Context: an optimization exercise on an open-source flow, tuned for small area. The choices shown serve that exercise and are no tape-out recipe.
In this exercise RTL edits were held to simulation tests only and were not proved equivalent to the original.
Power and IR drop assume default switching activity.

$ cat design.v
module sdram_controller (
        input   clk,
        input   rst,
        output  sdram_cle,
        output  sdram_cs,
        output  sdram_cas,
        output  sdram_ras,
        output  sdram_we,
        output  sdram_dqm,
        output  [1:0]  sdram_ba,
        output  [15:0] sdram_a,
        input   [31:0] sdram_dqi,
        output  [31:0] sdram_dqo,
        input   [24:0] user_addr,
        input   rw,
        input   [31:0] data_in,
        output  [31:0] data_out,
        output  busy,
        input   in_valid,
        output  out_valid
    );
    localparam [2:0] IDLE  = 3'd0,
                     IDLEW = 3'd1,
                     WINIT = 3'd2,
                     WRITE = 3'd3,
                     REFS  = 3'd4,
                     PAR   = 3'd5,
                     RDRR  = 3'd6,
                     PAW   = 3'd7;
    reg [2:0] st, st_d;
    reg [3:0] ctr, ctr_d;
    reg       init_q;
    reg        busy_q;      
    wire       ready = !busy_q;
    reg        saved_rw;
    reg [24:0] saved_addr;
    reg [31:0] saved_data;
    reg [12:0] addr_q;
    reg [31:0] dq_n;
    wire [31:0] dq_q = ~dq_n;
    reg [3:0]  row_open;
    reg [11:0] row_addr [0:3];
    reg [9:0]  rlfsr;
    reg        rflag;
    reg [31:0] dt_q;
    reg [24:13] exp_hi;
    wire s_idle  = st == IDLE || st == IDLEW;
    wire s_refs  = st == REFS;
    wire s_pa    = st == PAR || st == PAW;
    wire s_rdrr  = st == RDRR;
    wire [24:0] exp_q = {exp_hi, addr_q};
    wire match   = user_addr == exp_q;
    wire w_open  = s_rdrr && ctr == 4'd10;
    wire [24:2] exp_next = (w_open ? user_addr[24:2] : exp_q[24:2]) + 23'd1;
    wire w_cmp   = s_rdrr && ctr >= 4'd3 && ctr <= 4'd9;
    wire hm      = s_rdrr && ctr >= 4'd2 && ctr <= 4'd9;
    wire ack     = !init_q && (w_open || (w_cmp && match));
    wire d_init  = st == WINIT;
    wire d_pref  = s_refs && ctr == 4'd10;
    wire d_ref   = s_refs && ctr == 4'd6;
    wire d_preb  = s_pa && ctr == 4'd6;
    wire d_act   = s_pa && ctr == 4'd2;
    wire d_read  = s_rdrr && ctr == 4'd14;
    wire d_write = st == IDLEW;
    wire [1:0]  abank  = addr_q[12:11];
    wire [1:0]  sbank  = saved_addr[12:11];
    wire [1:0]  rsel   = s_idle ? sbank : abank;
    wire [11:0] rowsel = row_addr[rsel];
    assign sdram_cle = !init_q;
    assign sdram_cs  = 1'b0;
    assign sdram_dqm = 1'b0;
    assign sdram_ras = !(d_act || d_pref || d_preb || d_ref);
    assign sdram_cas = !(d_read || d_write || d_ref);
    assign sdram_we  = !(d_write || d_pref || d_preb);
    assign sdram_ba  = (d_act || d_read || d_write || d_preb) ? abank : 2'd0;
    assign sdram_a   = d_init ? 16'h0022 :
                       d_act ? {4'd0, rowsel} :
                       (d_read || d_write) ? {3'd0, addr_q[10:0], 2'b00} :
                       d_pref ? 16'h2000 : 16'd0;
    assign sdram_dqo = (d_write && !init_q) ? dq_q : 32'd0;
    assign out_valid = s_rdrr && (ctr == 4'd10 || ctr == 4'd2 || (!init_q && ctr >= 4'd3 && ctr <= 4'd9 && match));
    assign busy      = busy_q;
    assign data_out  = dt_q;
    wire        rhit   = rowsel == saved_addr[24:13];
    wire        ctr0   = ctr == 4'd0;
    always @* begin
        st_d  = st;
        ctr_d = ctr - 4'd1;
        case (st)
            IDLE, IDLEW: begin
                st_d = IDLE;
                if (rflag) begin
                    st_d = REFS; ctr_d = 4'd11;
                end else if (!ready) begin
                    if (row_open[sbank]) begin
                        if (!rhit) begin st_d = saved_rw ? PAW : PAR; ctr_d = 4'd7; end
                        else if (saved_rw) st_d = WRITE;
                        else begin st_d = RDRR; ctr_d = 4'd15; end
                    end else begin
                        st_d = saved_rw ? PAW : PAR; ctr_d = 4'd3;
                    end
                end
            end
            WINIT: st_d = IDLE;
            WRITE: st_d = IDLEW;
            REFS:  if (ctr0) st_d = IDLE;
            PAR:   if (ctr0) st_d = RDRR;    
            PAW:   if (ctr0) st_d = WRITE;
            RDRR:  if (ctr0) st_d = IDLE;
        endcase
        if (init_q) st_d = WINIT;
    end
    always @(posedge clk) begin
        st     <= st_d;
        ctr    <= ctr_d;
        init_q <= rst;
        if (rst) busy_q <= 1'b1;
        else if (init_q || (s_rdrr && ctr >= 4'd12 && ctr <= 4'd14) || (s_idle && !rflag && !ready)) busy_q <= 1'b0;
        else if (in_valid && !hm) busy_q <= 1'b1;
        if (ready || ack) begin
            saved_rw   <= rw;
            saved_addr <= user_addr;
            saved_data <= data_in;
        end
        dq_n <= ~(({32{s_rdrr}} & sdram_dqi) | ({32{s_idle}} & saved_data) |
                  ({32{!s_rdrr && !s_idle}} & ~dq_n));
        exp_hi <= exp_next[24:13];
        addr_q[12:2] <= ({11{s_idle}} & saved_addr[12:2]) | ({11{s_rdrr && ctr <= 4'd10}} & exp_next[12:2]) |
                        ({11{!s_idle && !(s_rdrr && ctr <= 4'd10)}} & addr_q[12:2]);
        addr_q[1:0]  <= ({2{s_idle}} & saved_addr[1:0]) | ({2{w_open}} & user_addr[1:0]) |
                        ({2{!s_idle && !w_open}} & addr_q[1:0]);
        if (init_q || (s_idle && rflag)) row_open <= 4'd0;
        else if (s_idle && !ready) row_open[sbank] <= 1'b1;
        if (s_idle && !ready) row_addr[sbank] <= saved_addr[24:13];
        if (init_q) begin
            rlfsr <= 10'b0011111100;
            rflag <= 1'b0;
        end else begin
            rlfsr <= {rlfsr[8:0], rlfsr[9] ^ rlfsr[6] ^ (rlfsr == 10'b1100111111)};
            if (s_idle && rflag) rflag <= 1'b0;
            else if (rlfsr == 10'b1100111111) rflag <= 1'b1;
        end
        dt_q  <= (!rst && !init_q && s_rdrr && ctr >= 4'd4 && ctr <= 4'd11) ? dq_q : 32'd0;
    end
endmodule
$ cat run.sh
#!/bin/bash
# synth_recipe.tcl (not shown) runs the flow's synth.tcl, then flattens the netlist and writes it again
# the make line also repeats each setting of config.mk as NAME=value (left out here)
make -C /OpenROAD-flow-scripts/flow DESIGN_CONFIG=/design/flow/config.mk WORK_HOME=/design/flow/orfs CLKGATE_MAP_FILE= SYNTH_SCRIPT=/design/flow/synth_recipe.tcl finish
$ cat config.mk
export PLATFORM = sky130hd
export DESIGN_NAME = sdram_controller
export DESIGN_NICKNAME = sdram_controller
export VERILOG_FILES = /design/flow/design.v
export SDC_FILE = /design/flow/constraint.sdc
export NUM_CORES = 4
export LEC_CHECK = 0
export CAP_MARGIN = 20
export CORE_MARGIN = 2
export CORE_UTILIZATION = 70
export CTS_BUF_LIST = sky130_fd_sc_hd__clkbuf_8
export CTS_CLUSTER_DIAMETER = 60
export CTS_CLUSTER_SIZE = 16
export SLEW_MARGIN = 20
$ cat constraint.sdc
create_clock -name core_clock -period 10.0 [get_ports {clk}]
set_input_delay 2.0000 -clock core_clock [delete_from_list [all_inputs] [get_ports {clk}]]
set_output_delay 2.0000 -clock core_clock [all_outputs]
set_load 0.01 [all_outputs]
==> out/results.ini <==
[grt]
grtUsageTotal_pct = 36.21
grt_pass1_wl_um = 41290
grt_pass1_vias = 7739
grt_max_degree = 59
antenna_found_initial = 0
grt_overflow_total = 0

[synth]
ys_types = 71
yosysSeqAreaShare_pct = 56.15
yosys_warnings = 1
synthesis.area_mm2 = 0.009697
syn_area_per_cell_um2 = 10.70
synth_cells = 906
ys.flop_type = dfxtp_1
ys_seq_elements = 219
synth-edff-count = 106
async_flop_share_pct = 0

[final_layout]
final_layout_size_suffix_gt1_share_pct = 6.268
area.growth.synth_to_final_pct = 21.87
final_area_mm2 = 0.01182
layout.nets = 1160
n_antenna_cell = 0
instances_no_fill = 1249

[job]
drv_cap = 0

[setup_path]
cp_slowest_cell = clkdlybuf4s50_1
r2r_start = st[2]$_SDFFE_PP0P_
crit_type = input pin to output pin
r2r-end = exp_hi[24]$_DFF_P_
r2r_slack_ns = 5.43
reg2reg_depth = 10
cp.required_ns = 8.00
worstPathMaxFanout = 5
arrival_ns = 4.58
end_kind = output pin
start_kind = input pin
path_cells = clkdlybuf4s50_1 > xor2_1 > nor4_1 > nand3_1 > nor4_1 > nand2_1 > a31oi_1 > clkdlybuf4s50_1
critPathMaxStageDelay_ns = 0.58

[power]
p_sw_mw = 1.228
ir_drop_mv = 0.1858
p_clk_share_pct = 14.9
pwr-share-seq_pct = 46.7
p_comb_share_pct = 38.4
switching_share_pct = 41.13
p_per_area_mw_per_mm2 = 252.7
internal_power_mw = 1.758
power_leakage_nw = 4.239

[place]
port_buffers = 178
gp_congestion = 0.9383
post-place-ws_ns = 3.477
placed_cell_area_mm2 = 0.01153
dpl.hpwl_um = 18650
dp_cells = 1222

[sta]
relSlewSlack_pct = 33.63
layout_setup_ws_ns = 3.424
setup_viol_count_final = 0
finalCriticalPeriod_ns = 6.576
report.final.hold_viol_count = 0
slew_violations = 0
tns_ns = 0
clock_skew_ns = 0.02137
min_period_over_period_pct = 65.76
worstMarginPinSlew_ns = 0.9941
max_freq_mhz = 152.1
rsz0062_at_grt = false

[route]
drc = 0
drt-pass1-iter-count = 7
ant_nets = 0
drtIter0Drc = 1254
wl_um = 27510
avgRoutedWirePerCell_um = 22.03
via_per_inst = 6.629
vias = 8279

[floorplanning]
rows = 43
die_h_um = 121.7
coreArea_mm2 = 0.01372
die-area_mm2 = 0.01481
io_pins = 183
start_util_pct = 70.68
die_w_um = 121.7

[clock_network]
numCtsBuffers = 17
cts_tree = done
clock-root-buffer = clkbuf_8
clockBufferDepth = 3
h-tree-depth = 1
cts_resized = 0
clock_latency_ns = 0.52
cts_num_sinks = 219
cts_hold_buffers = 0
clk_pin_slew_ns = 0.10
post_cts_buffers = 0

[min_path]
min_from = saved_data[16]$_DFFE_PP_
min_to = dq_n[16]$_DFF_P_
holdCritPathClass = flip-flop to flip-flop
hold_depth = 1

[run_status]
status = no timing/DRC/antenna violations

## how the worst max path moves through the flow
stage	startpoint	endpoint	slack, ns	cells past startpoint
global placement	user_addr[6]	out_valid	3.54	8
CTS	user_addr[6]	out_valid	3.48	8
finish	user_addr[6]	out_valid	3.42	8
floorplan	user_addr[11]	saved_addr[0]$_DFFE_PP_	2.28	6
global route	user_addr[6]	out_valid	3.34	8
detailed placement	user_addr[6]	out_valid	3.48	8
## metal layers
metal  wire length (um)  vias to the layer above  part of all wire [%]  GRT usage, %
li1                   -                     3668                     -             -
met5                  0                        -                     0             0
met1              10050                     3900                    37         49.23
met4                976                        0                   3.5         12.07
met3               3196                      100                    12         6.227
met2              13290                      611                    48         59.66
## cell families after synthesis
family	Yosys count	share of synthesized area, %
DFF	219	56.15
xor gates and xnor gates	50	4.516
buffers and inverters	67	3.600
and+or+nand+nor	362	19.91
other	1	0.03867
AOI/OAI and AO/OA	176	12.31
adders and majority gates	5	0.6452
muxes	26	2.826
## synth_stat cells, types with 9 or more instances
| library cell | instances | area share (%) |
|---|---|---|
| a32o_1 | 10 | 1.0 |
| nand2_1 | 46 | 1.8 |
| nand4_1 | 10 | 0.65 |
| nor3_1 | 12 | 0.62 |
| a21oi_1 | 40 | 2.1 |
| nor4_1 | 13 | 0.84 |
| a221oi_1 | 32 | 2.9 |
| xnor2_1 | 21 | 1.9 |
| buf_2 | 15 | 0.77 |
| dfxtp_1 | 113 | 23 |
| edfxtp_1 | 106 | 33 |
| nor2_1 | 127 | 4.9 |
| nand4b_1 | 10 | 0.90 |
| inv_1 | 12 | 0.46 |
| xor2_1 | 29 | 2.6 |
| o21ai_0 | 44 | 2.3 |
| clkbuf_1 | 22 | 0.85 |
| nand3_1 | 76 | 3.9 |
| o21ai_1 | 9 | 0.46 |
| a22oi_1 | 10 | 0.77 |
| nor4b_1 | 9 | 0.81 |
| and4b_1 | 15 | 1.5 |
| mux2i_1 | 24 | 2.5 |
## layout by cell type (no fill, tap or decap), types with 5 or more instances in the layout
cell             instances
clkdlybuf4s50_1        178
nor2_1                 126
dfxtp_1                113
edfxtp_1               106
nand3_1                 76
nand2_1                 45
o21ai_0                 44
a21oi_1                 40
a221oi_1                32
xor2_1                  29
mux2i_1                 24
xnor2_1                 21
inv_1                   19
clkbuf_8                18
and4b_1                 15
nor4_1                  13
nor3_1                  11
buf_4                   11
nand4b_1                10
nand4_1                 10
a22oi_1                 10
a32o_1                  10
nor4b_1                  9
o21ai_1                  9
or2_2                    8
ha_1                     5
## final cells by class
type,instances,area [um2]
Timing Repair Buffer,189,1864
Multi-Input combinational cell,623,3959
Tap cell,180,225.2
Sequential cell,219,5445
Clock inverter,8,31.28
Clock buffer,18,247.7
Inverter,12,45.04
Fill cell,748,1902
## metrics by stage
| step | power, mW | util, % | hold WS [ns] |
|---|---|---|---|
| final | 2.986 | 86.14 | 0.4329 |
| after global routing | 3.120 | 86.14 | 0.4474 |
| after floorplan | 2.130 | - | 0.4139 |
| after detailed placement | 2.503 | 84.05 | 0.4268 |
| after CTS | 2.944 | 86.08 | 0.4270 |
| after global placement | 2.445 | 83.99 | 0.4190 |
## power by group through the flow
stage / logic, mW / registers (mW) / clock network, mW
floorplan: 0.837 / 1.29 / 0
global placement: 1.06 / 1.39 / 0
detailed placement: 1.10 / 1.40 / 0
CTS: 1.12 / 1.38 / 0.442
global route: 1.23 / 1.41 / 0.476
finish: 1.15 / 1.40 / 0.445
## state kept, by name, summed over array words and instances, names as in the netlist
register and count:
row_addr 48, dq_n 32, dt_q 32, saved_data 32, saved_addr 25, addr_q 13, exp_hi 12, rlfsr 10
ctr 4, row_open 4, st 3, busy_q 1, init_q 1, rflag 1, saved_rw 1
## critical path, delay by kind of cell
family                 cells  cell delay [ns]
buffers and inverters      2             1.13
AO/OA/AOI/OAI              1             0.21
AND/OR/NAND/NOR            4             1.02
XOR/XNOR                   1             0.21

[separate check: timing with driven ports]
How much do the figures lean on ideal ports? The routed layout below was timed once more, with nothing changed but the port constraints. Step 1 assumes that a clkbuf_16 drives the clock port and a buf_2 every other input. Step 2 adds t to the input delays and takes it off the output delays; t is the mean of the earliest and latest rising clock arrival at the registers after step 1. Input paths then give back, and output paths get back, about the clock's delay inside the block. Slacks: no drivers / after step 1 / after step 2; pairs: no drivers / after step 1.
t, ns: 0.550
slack for setup (ns): 3.424 / 3.404 / 3.404
worst hold slack (ns): 0.433 / 0.433 / 0.433
pins driven straight from the clock port: 1
After both steps setup and hold are still met in this run. The setup slack of this run moves by -0.020 ns with the drivers and by -0.020 ns with both steps.
